Background: an optimization exercise with open tools, aiming at small area, a short achievable clock period and few clock cycles per item. Do not read the settings as production practice.
At most, simulation tests tie the RTL to the original design; equivalence was not proved.
Power is estimated from default activity; no workload was simulated.

// time_based_processor
module time_based_processor(
    input           clk,             
    input           rst_n,           
    input  [7:0]    data_in,         
    input  [2:0]    opcode,          
    input           data_valid,      
    output [15:0]   data_out,        
    output          data_ready,      
    output [3:0]    status_flags     
);
    localparam OP_NOP     = 3'b000;
    localparam OP_ADD     = 3'b001;
    localparam OP_SUB     = 3'b010;
    localparam OP_MUL     = 3'b011;
    localparam OP_SHIFT   = 3'b100;
    localparam OP_FILTER  = 3'b101;
    localparam OP_INVERT  = 3'b110;
    localparam OP_COMPARE = 3'b111;
    reg        wait_b;        
    reg        busy;          
    reg        ready;         
    reg [7:0]  x;             
    reg [2:0]  op;            
    reg [15:0] result;
    reg        flag_ovf;
    reg        flag_zero;
    wire idle = ~(wait_b | busy | ready);
    wire [7:0] b = data_in;
    function [10:0] radd;    
        input [9:0] p, q;
        input       ci;
        integer i;
        reg cy;
        begin
            cy = ci;
            for (i = 0; i < 10; i = i + 1) begin
                radd[i] = p[i] ^ q[i] ^ cy;
                cy = (p[i] & q[i]) | (cy & (p[i] ^ q[i]));
            end
            radd[10] = cy;
        end
    endfunction
  ...
For scale: about 570 cells after synthesis, roughly 32 flip-flops, about 35 I/O pins.
==> module time_based_processor, before the edit <==
module time_based_processor(
    input           clk,             
    input           rst_n,           
    input  [7:0]    data_in,         
    input  [2:0]    opcode,          
    input           data_valid,      
    output [15:0]   data_out,        
    output          data_ready,      
    output [3:0]    status_flags     
);
    localparam OP_NOP     = 3'b000;
    localparam OP_ADD     = 3'b001;
    localparam OP_SUB     = 3'b010;
    localparam OP_MUL     = 3'b011;
    localparam OP_SHIFT   = 3'b100;
    localparam OP_FILTER  = 3'b101;
    localparam OP_INVERT  = 3'b110;
    localparam OP_COMPARE = 3'b111;
    reg        wait_b;        
    reg        busy;          
    reg        ready;         
    reg [7:0]  x;             
    reg [2:0]  op;            
    reg [15:0] result;
    reg        flag_ovf;
    reg        flag_zero;
    wire idle = ~(wait_b | busy | ready);
    wire [7:0] b = data_in;
    function [10:0] radd;    
        input [9:0] p, q;
        input       ci;
        integer i;
        reg cy;
        begin
            cy = ci;
            for (i = 0; i < 10; i = i + 1) begin
                radd[i] = p[i] ^ q[i] ^ cy;
                cy = (p[i] & q[i]) | (cy & (p[i] ^ q[i]));
            end
            radd[10] = cy;
        end
    endfunction
    wire [10:0] a3s = {2'b00, x} + {1'b0, x, 1'b0};
    function [9:0] pp;
        input [1:0] d;
        case (d)
            2'd0: pp = 10'd0;
            2'd1: pp = {2'b00, x};
            2'd2: pp = {1'b0, x, 1'b0};
            default: pp = a3s[9:0];
        endcase
    endfunction
    wire [15:0] mfirst = {pp(b[1:0]), b[7:2]};
    wire [9:0]  t0     = {2'b00, result[15:8]};
    wire [9:0]  t1     = {2'b00, x & {8{result[0]}}};
    wire [9:0]  t2     = {1'b0, x & {8{result[1]}}, 1'b0};
    wire [9:0]  cs_s   = t0 ^ t1 ^ t2;
    wire [9:0]  cs_c   = (t0 & t1) | (t0 & t2) | (t1 & t2);
    wire [10:0] msum   = {1'b0, cs_s} + {cs_c, 1'b0};
    wire [15:0] mstep  = {msum[9:0], result[7:2]};
    wire       sub = (op == OP_SUB) || (op == OP_COMPARE);
    wire [7:0] y   = b ^ {8{sub}};
    wire [10:0] sums = {2'b00, x} + {2'b00, y} + sub;
    wire       c   = sums[8];              
    wire       eq  = &(x ^ ~b);
    wire [2:0] s   = b[2:0];
    wire [2:0] rl  = b[3] ? -s : s;        
    wire [7:0] r1  = rl[0] ? {x[6:0], x[7]} : x;
    wire [7:0] r2  = rl[1] ? {r1[5:0], r1[7:6]} : r1;
    wire [7:0] r3  = rl[2] ? {r2[3:0], r2[7:4]} : r2;
    wire [7:0] keep_l = 8'hFF << s;
    wire [7:0] keep_r = 8'hFF >> s;
    wire [7:0] shifted = r3 & (b[3] ? keep_r : keep_l);
    reg [15:0] alu;
    reg        alu_ovf, alu_zero;
    always @(*) begin
        alu = 16'h0000; alu_ovf = 1'b0; alu_zero = 1'b0;
        case (op)
            OP_ADD:     begin alu[7:0] = sums[7:0]; alu_ovf = c;  alu_zero = ~|(x | b); end
            OP_SUB:     begin alu[7:0] = sums[7:0]; alu_ovf = ~c; alu_zero = eq; end
            OP_MUL:     begin alu = mfirst; alu_zero = ~|x | ~|b; end
            OP_SHIFT:   alu[7:0] = shifted;
            OP_FILTER:  alu[7:0] = x & b;
            OP_COMPARE: begin alu[1:0] = {~c, c & ~eq}; alu_zero = eq; end
            default:    alu = 16'h0000;
        endcase
    end
    always @(posedge clk or negedge rst_n) begin
        if (!rst_n) begin
            wait_b <= 1'b0;
            busy   <= 1'b0;
            ready  <= 1'b0;
        end else begin
            if (idle && data_valid) begin
                if (opcode == OP_NOP || opcode == OP_INVERT) ready <= 1'b1;
                else wait_b <= 1'b1;
            end
            if (wait_b && data_valid) begin
                wait_b <= 1'b0;
                if (op == OP_MUL) busy <= 1'b1;
                else ready <= 1'b1;
            end
            if (busy && !op[1]) begin
                busy  <= 1'b0;
                ready <= 1'b1;
            end
            if (ready && data_valid) ready <= 1'b0;
        end
    end
    always @(posedge clk) begin
        if (idle) begin
            x         <= data_in;
            op        <= opcode;
            result    <= {8'h00, data_in ^ {8{opcode == OP_INVERT}}};
            flag_ovf  <= 1'b0;
            flag_zero <= 1'b0;
        end
        if (wait_b) begin
            flag_ovf  <= alu_ovf;
            flag_zero <= alu_zero;
            result    <= alu;
        end
        if (busy) begin
            op     <= op - 3'd1;
            result <= mstep;
        end
    end
    assign data_out     = result;
    assign data_ready   = ready;
    assign status_flags = {flag_ovf, flag_zero, 1'b0, ready};
endmodule
Settings: LEC_CHECK=0, ABC_AREA=1, CAP_MARGIN=20, CORE_MARGIN=2, CORE_UTILIZATION=40, SETUP_SLACK_MARGIN=2, SLEW_MARGIN=20; clock period 5.5 ns.
run.sh (not shown) runs the stock make flow with config.mk's settings and CLKGATE_MAP_FILE= SYNTH_SCRIPT=/design/flow/synth_recipe.tcl, a recipe that flattens the netlist after the stock synthesis.
Testbench counts at the start, summed over its fixed seeds: cycles 14,892, ops 4,800.
Edit:
--- a/flow/design.v
+++ b/flow/design.v
@@ -40,29 +40,25 @@
             end
             radd[10] = cy;
         end
     endfunction
-    wire [10:0] a3s = {2'b00, x} + {1'b0, x, 1'b0};
-    function [9:0] pp;
-        input [1:0] d;
+    wire [10:0] a3s = radd({2'b00, x}, {1'b0, x, 1'b0}, 1'b0);
+    wire [1:0]  d   = wait_b ? b[1:0] : result[1:0];
+    reg  [9:0]  pp;
+    always @(*) begin
         case (d)
             2'd0: pp = 10'd0;
             2'd1: pp = {2'b00, x};
             2'd2: pp = {1'b0, x, 1'b0};
             default: pp = a3s[9:0];
         endcase
-    endfunction
-    wire [15:0] mfirst = {pp(b[1:0]), b[7:2]};
-    wire [9:0]  t0     = {2'b00, result[15:8]};
-    wire [9:0]  t1     = {2'b00, x & {8{result[0]}}};
-    wire [9:0]  t2     = {1'b0, x & {8{result[1]}}, 1'b0};
-    wire [9:0]  cs_s   = t0 ^ t1 ^ t2;
-    wire [9:0]  cs_c   = (t0 & t1) | (t0 & t2) | (t1 & t2);
-    wire [10:0] msum   = {1'b0, cs_s} + {cs_c, 1'b0};
+    end
+    wire [15:0] mfirst = {pp, b[7:2]};
+    wire [10:0] msum   = radd({2'b00, result[15:8]}, pp, 1'b0);
     wire [15:0] mstep  = {msum[9:0], result[7:2]};
     wire       sub = (op == OP_SUB) || (op == OP_COMPARE);
     wire [7:0] y   = b ^ {8{sub}};
-    wire [10:0] sums = {2'b00, x} + {2'b00, y} + sub;
+    wire [10:0] sums = radd({2'b00, x}, {2'b00, y}, sub);
     wire       c   = sums[8];              
     wire       eq  = &(x ^ ~b);
     wire [2:0] s   = b[2:0];
     wire [2:0] rl  = b[3] ? -s : s;        
The new run passed the timing, DRC and antenna checks; clock power rises by about a fifth; non-clock buffer count goes up by 30; setup slack gets worse by 1.2 ns; register-to-register slack is worse by 1.3 ns; via count decreases by about a fifth; count of clock-buffer cells in the layout rises by 3; clock skew drops by 0.0038 ns; wire length goes down by about a fifth.
Only the layout flow was run in the second run of this note; the RTL was not checked for function there.

---

Another version of the RTL of time_based_processor (not shown whole).
Size: about 32 flip-flops, ~35 I/O pins, roughly 3400 sq um of cells after synthesis.
==> module time_based_processor, before the edit <==
module time_based_processor(
    input           clk,             
    input           rst_n,           
    input  [7:0]    data_in,         
    input  [2:0]    opcode,          
    input           data_valid,      
    output [15:0]   data_out,        
    output          data_ready,      
    output [3:0]    status_flags     
);
    localparam OP_NOP     = 3'b000;
    localparam OP_ADD     = 3'b001;
    localparam OP_SUB     = 3'b010;
    localparam OP_MUL     = 3'b011;
    localparam OP_SHIFT   = 3'b100;
    localparam OP_FILTER  = 3'b101;
    localparam OP_INVERT  = 3'b110;
    localparam OP_COMPARE = 3'b111;
    reg        wait_b;        
    reg        busy;          
    reg        ready;         
    reg [7:0]  x;             
    reg [2:0]  op;            
    reg [15:0] result;
    reg        flag_ovf;
    reg        flag_zero;
    wire idle = ~(wait_b | busy | ready);
    wire [7:0] b = data_in;
    function [10:0] padd;
        input [9:0] a, b;
        input       ci;
        reg   [9:0] g, p, gg, pp;
        integer i, l;
        begin
            p = a ^ b;
            g = (a & b) | {9'd0, p[0] & ci};
            gg = g;
            pp = p;
            for (l = 0; l < 4; l = l + 1)
                for (i = 9; i >= 0; i = i - 1)
                    if ((i >> l) & 1) begin
                        gg[i] = gg[i] | (pp[i] & gg[((i >> l) << l) - 1]);
                        pp[i] = pp[i] & pp[((i >> l) << l) - 1];
                    end
            padd = {gg[9], p ^ {gg[8:0], ci}};
        end
    endfunction
    wire [9:0]  t0     = {2'b00, result[15:8]};
    wire [9:0]  t1     = {2'b00, x & {8{result[0]}}};
    wire [9:0]  t2     = {1'b0, x & {8{result[1]}}, 1'b0};
    wire [9:0]  cs_s   = t0 ^ t1 ^ t2;
    wire [9:0]  cs_c   = (t0 & t1) | (t0 & t2) | (t1 & t2);
    wire [10:0] msum   = padd(cs_s, {cs_c[8:0], 1'b0}, 1'b0);
    wire [15:0] mstep  = {msum[9:0], result[7:2]};
    wire [10:0] sums = padd({2'b00, x}, {2'b00, b}, 1'b0);
    wire       c   = sums[8];
    wire       eq  = &(x ^ b);             
    wire [2:0] s   = b[2:0];
    wire [2:0] rl  = b[3] ? -s : s;        
    wire [7:0] r1  = rl[0] ? {x[6:0], x[7]} : x;
    wire [7:0] r2  = rl[1] ? {r1[5:0], r1[7:6]} : r1;
    wire [7:0] r3  = rl[2] ? {r2[3:0], r2[7:4]} : r2;
    wire [7:0] keep_l = 8'hFF << s;
    wire [7:0] keep_r = 8'hFF >> s;
    wire [7:0] shifted = r3 & (b[3] ? keep_r : keep_l);
    reg [15:0] alu;
    reg        alu_ovf, alu_zero;
    always @(*) begin
        alu = 16'h0000; alu_ovf = 1'b0; alu_zero = 1'b0;
        case (op)
            OP_ADD:     begin alu[7:0] = sums[7:0]; alu_ovf = c;  alu_zero = ~|(x | b); end
            OP_SUB:     begin alu[7:0] = sums[7:0]; alu_ovf = c;  alu_zero = eq; end
            OP_MUL:     begin alu[7:0] = b; alu_zero = ~|x | ~|b; end
            OP_SHIFT:   alu[7:0] = shifted;
            OP_FILTER:  alu[7:0] = x & b;
            OP_COMPARE: begin alu[1:0] = {c, ~c & ~eq}; alu_zero = eq; end
            default:    alu = 16'h0000;
        endcase
    end
    always @(posedge clk or negedge rst_n) begin
        if (!rst_n) begin
            wait_b <= 1'b0;
            busy   <= 1'b0;
            ready  <= 1'b0;
        end else begin
            if (idle && data_valid) begin
                if (opcode == OP_NOP || opcode == OP_INVERT) ready <= 1'b1;
                else wait_b <= 1'b1;
            end
            if (wait_b && data_valid) begin
                wait_b <= 1'b0;
                if (op == OP_MUL) busy <= 1'b1;
                else ready <= 1'b1;
            end
            if (busy && op[1:0] == 2'b00) begin
                busy  <= 1'b0;
                ready <= 1'b1;
            end
            if (ready && data_valid) ready <= 1'b0;
        end
    end
    always @(posedge clk) begin
        if (idle) begin
            x         <= data_in ^ {8{opcode == OP_SUB || opcode == OP_COMPARE}};
            op        <= opcode;
            result    <= {8'h00, data_in};
            flag_ovf  <= 1'b0;
            flag_zero <= 1'b0;
        end
        if (wait_b) begin
            flag_ovf  <= alu_ovf;
            flag_zero <= alu_zero;
            result    <= alu;
        end
        if (busy) begin
            op     <= op - 3'd1;
            result <= mstep;
        end
    end
    wire   out_inv      = (op == OP_SUB) || (op == OP_INVERT);
    assign data_out     = {result[15:8], result[7:0] ^ {8{out_inv}}};
    assign data_ready   = ready;
    assign status_flags = {flag_ovf, flag_zero, 1'b0, ready};
endmodule
export LEC_CHECK = 0
export ABC_AREA = 1
export CAP_MARGIN = 20
export CORE_MARGIN = 2
export CORE_UTILIZATION = 40
export SETUP_SLACK_MARGIN = 3
export SLEW_MARGIN = 20
create_clock -name core_clock -period 5.5 [get_ports {clk}]
standard.sh (not shown) runs the stock make flow with config.mk's settings and CLKGATE_MAP_FILE= SYNTH_SCRIPT=/design/flow/synth_recipe.tcl, a recipe that flattens the netlist after the stock synthesis.
==> flow/flow/run.sh <==
#!/bin/bash
# Standard layout with these changes: plain buf_1 cells as the port buffers,
# and half and full adders left to abc as plain gates (flow/noha.mk).
bash standard.sh "DESIGN_CONFIG=$PWD/flow/noha.mk" "BUFFER_PORTS_ARGS=-buffer_cell sky130_fd_sc_hd__buf_1"  finish > standard.log 2>&1
==> flow/flow/noha.mk <==
# The standard flow's settings, plus the half and full adders cells marked don't-use so that
# synthesis leaves half and full adders to abc as plain gates.
include $(FLOW_CONFIG)
export DONT_USE_CELLS += sky130_fd_sc_hd__ha_1 sky130_fd_sc_hd__ha_2 sky130_fd_sc_hd__ha_4 sky130_fd_sc_hd__fa_1 sky130_fd_sc_hd__fa_2 sky130_fd_sc_hd__fa_4
The starting point finished clean.
Testbench counts at the start, summed over its fixed seeds: cycles 15,476, ops 4,800.
Next try:
--- a/flow/design.v
+++ b/flow/design.v
@@ -25,4 +25,5 @@
     reg [15:0] result;
     reg        flag_ovf;
+    reg        out_inv;       
     reg        flag_zero;
     wire idle = ~(wait_b | busy | ready);
@@ -105,4 +106,5 @@
             x         <= data_in ^ {8{opcode == OP_SUB || opcode == OP_COMPARE}};
             op        <= opcode;
+            out_inv   <= (opcode == OP_SUB) || (opcode == OP_INVERT);
             result    <= {8'h00, data_in};
             flag_ovf  <= 1'b0;
@@ -119,5 +121,4 @@
         end
     end
-    wire   out_inv      = (op == OP_SUB) || (op == OP_INVERT);
     assign data_out     = {result[15:8], result[7:0] ^ {8{out_inv}}};
     assign data_ready   = ready;
=> Via count rises by 0.34%. Final cell count rises by 2.7%. Count of clock-buffer cells in the layout rises by 1. Wire length falls by about 6%. Combinational power falls by 14%. Sequential power falls by about 5.5%. Total power falls by about 10%. Die area rises by 1.8%. Sequential cell count rises by 1. Global-route usage falls by 1.7 points. Setup slack improved by 94 ps. Area after synthesis rises by 1.9%. Synthesized cell count rises by about 2.6%. Critical path depth rises by 11.
For the second run of this note, only the layout was checked, not whether the RTL still works.

---

time_based_processor again, from the RTL that the note above started with.
==> flow/config.mk <==
export PLATFORM = sky130hd
export DESIGN_NAME = time_based_processor
export DESIGN_NICKNAME = time_based_processor
export VERILOG_FILES = /design/flow/design.v
export SDC_FILE = /design/flow/constraint.sdc
export NUM_CORES = 4
export LEC_CHECK = 0
export ABC_AREA = 1
export CAP_MARGIN = 20
export CORE_MARGIN = 2
export CORE_UTILIZATION = 40
export SETUP_SLACK_MARGIN = 2.5
export SLEW_MARGIN = 20
==> flow/constraint.sdc <==
create_clock -name core_clock -period 5.5 [get_ports {clk}]
set_input_delay 1.1000 -clock core_clock [delete_from_list [all_inputs] [get_ports {clk}]]
set_output_delay 1.1000 -clock core_clock [all_outputs]
set_load 0.01 [all_outputs]
==> flow/flow/run.sh <==
#!/bin/bash
# Standard layout with two changes: plain buf_1 cells as the port buffers,
# and half adders left to abc as plain gates (flow/noha.mk).
bash standard.sh "DESIGN_CONFIG=$PWD/flow/noha.mk" "BUFFER_PORTS_ARGS=-buffer_cell sky130_fd_sc_hd__buf_1" finish > standard.log 2>&1
==> flow/flow/noha.mk <==
# The standard flow's settings, plus the half adders cells marked don't-use so that
# synthesis leaves half adders to abc as plain gates.
include $(FLOW_CONFIG)
export DONT_USE_CELLS += sky130_fd_sc_hd__ha_1 sky130_fd_sc_hd__ha_2 sky130_fd_sc_hd__ha_4
Testbench counts at the start, summed over its fixed seeds: cycles 15,476, ops 4,800.
Next try:
--- a/flow/design.v
+++ b/flow/design.v
@@ -51,13 +51,15 @@
     wire [9:0]  t2     = {1'b0, x & {8{result[1]}}, 1'b0};
     wire [9:0]  cs_s   = t0 ^ t1 ^ t2;
     wire [9:0]  cs_c   = (t0 & t1) | (t0 & t2) | (t1 & t2);
     wire [10:0] msum   = padd(cs_s, {cs_c[8:0], 1'b0}, 1'b0);
     wire [15:0] mstep  = {msum[9:0], result[7:2]};
-    wire [10:0] sums = padd({2'b00, x}, {2'b00, b}, 1'b0);
-    wire       c   = sums[8];
-    wire       eq  = &(x ^ b);             
+    wire       sub = (op == OP_SUB) || (op == OP_COMPARE);
+    wire [7:0] y   = b ^ {8{sub}};
+    wire [10:0] sums = padd({2'b00, x}, {2'b00, y}, sub);
+    wire       c   = sums[8];              
+    wire       eq  = &(x ^ ~b);
     wire [2:0] s   = b[2:0];
     wire [2:0] rl  = b[3] ? -s : s;        
     wire [7:0] r1  = rl[0] ? {x[6:0], x[7]} : x;
     wire [7:0] r2  = rl[1] ? {r1[5:0], r1[7:6]} : r1;
     wire [7:0] r3  = rl[2] ? {r2[3:0], r2[7:4]} : r2;
@@ -68,15 +70,15 @@
     reg        alu_ovf, alu_zero;
     always @(*) begin
         alu = 16'h0000; alu_ovf = 1'b0; alu_zero = 1'b0;
         case (op)
             OP_ADD:     begin alu[7:0] = sums[7:0]; alu_ovf = c;  alu_zero = ~|(x | b); end
-            OP_SUB:     begin alu[7:0] = sums[7:0]; alu_ovf = c;  alu_zero = eq; end
+            OP_SUB:     begin alu[7:0] = sums[7:0]; alu_ovf = ~c; alu_zero = eq; end
             OP_MUL:     begin alu[7:0] = b; alu_zero = ~|x | ~|b; end
             OP_SHIFT:   alu[7:0] = shifted;
             OP_FILTER:  alu[7:0] = x & b;
-            OP_COMPARE: begin alu[1:0] = {c, ~c & ~eq}; alu_zero = eq; end
+            OP_COMPARE: begin alu[1:0] = {~c, c & ~eq}; alu_zero = eq; end
             default:    alu = 16'h0000;
         endcase
     end
     always @(posedge clk or negedge rst_n) begin
         if (!rst_n) begin
@@ -100,13 +102,13 @@
             if (ready && data_valid) ready <= 1'b0;
         end
     end
     always @(posedge clk) begin
         if (idle) begin
-            x         <= data_in ^ {8{opcode == OP_SUB || opcode == OP_COMPARE}};
+            x         <= data_in;
             op        <= opcode;
-            result    <= {8'h00, data_in};
+            result    <= {8'h00, data_in ^ {8{opcode == OP_INVERT}}};
             flag_ovf  <= 1'b0;
             flag_zero <= 1'b0;
         end
         if (wait_b) begin
             flag_ovf  <= alu_ovf;
@@ -116,10 +118,9 @@
         if (busy) begin
             op     <= op - 3'd1;
             result <= mstep;
         end
     end
-    wire   out_inv      = (op == OP_SUB) || (op == OP_INVERT);
-    assign data_out     = {result[15:8], result[7:0] ^ {8{out_inv}}};
+    assign data_out     = result;
     assign data_ready   = ready;
     assign status_flags = {flag_ovf, flag_zero, 1'b0, ready};
 endmodule
Via count increases by 6.9%.
Setup slack loses 0.21 ns.
Global-route usage rose by 3.8 points.
Core utilization grows by 2.2 points.
Count of clock-buffer cells in the layout rose by 1.
Function not checked in the second run of this note: the RTL went through the layout flow alone.

port drivers added, routing unchanged:
Ports are ideal in the flow. The routed layouts listed here were re-timed in OpenROAD.
Step 1 sets driving cells, clkbuf_16 on the clock port and buf_2 on the other inputs (assumed; they add their load-dependent delay and slew).
Step 2 also shifts input and output timing later by t, the mid clock arrival at the registers, as if the neighbouring blocks saw the same clock.
Slacks: ideal / step 1 / step 2; pairs: ideal / step 1.
run | shift t [ns] | setup slack, ns | hold WS [ns] | worst slew at a driven data input, ns
the first run of note 1 | 0.315 | 2.165 / 2.170 / 1.855 | 0.550 / 0.550 / 0.550 | 0.04
the second run of note 1 | 0.319 | 0.970 / 0.962 / 0.644 | 0.577 / 0.577 / 0.577 | 0.04
the first run of note 2 | 0.320 | 3.010 / 2.984 / 2.698 | 0.596 / 0.591 / 0.607 | 0.04
the second run of note 2 | 0.319 | 3.104 / 3.108 / 2.793 | 0.606 / 0.598 / 0.624 | 0.04
the first run of note 3 | 0.317 | 2.657 / 2.657 / 2.388 | 0.591 / 0.591 / 0.591 | 0.03
the second run of note 3 | 0.327 | 2.450 / 2.454 / 2.128 | 0.570 / 0.570 / 0.570 | 0.04
After both steps every run listed still meets setup and hold. The setup slack of the second run of note 1, which loses most, moves by -0.008 ns with the drivers and by -0.326 ns with both steps.
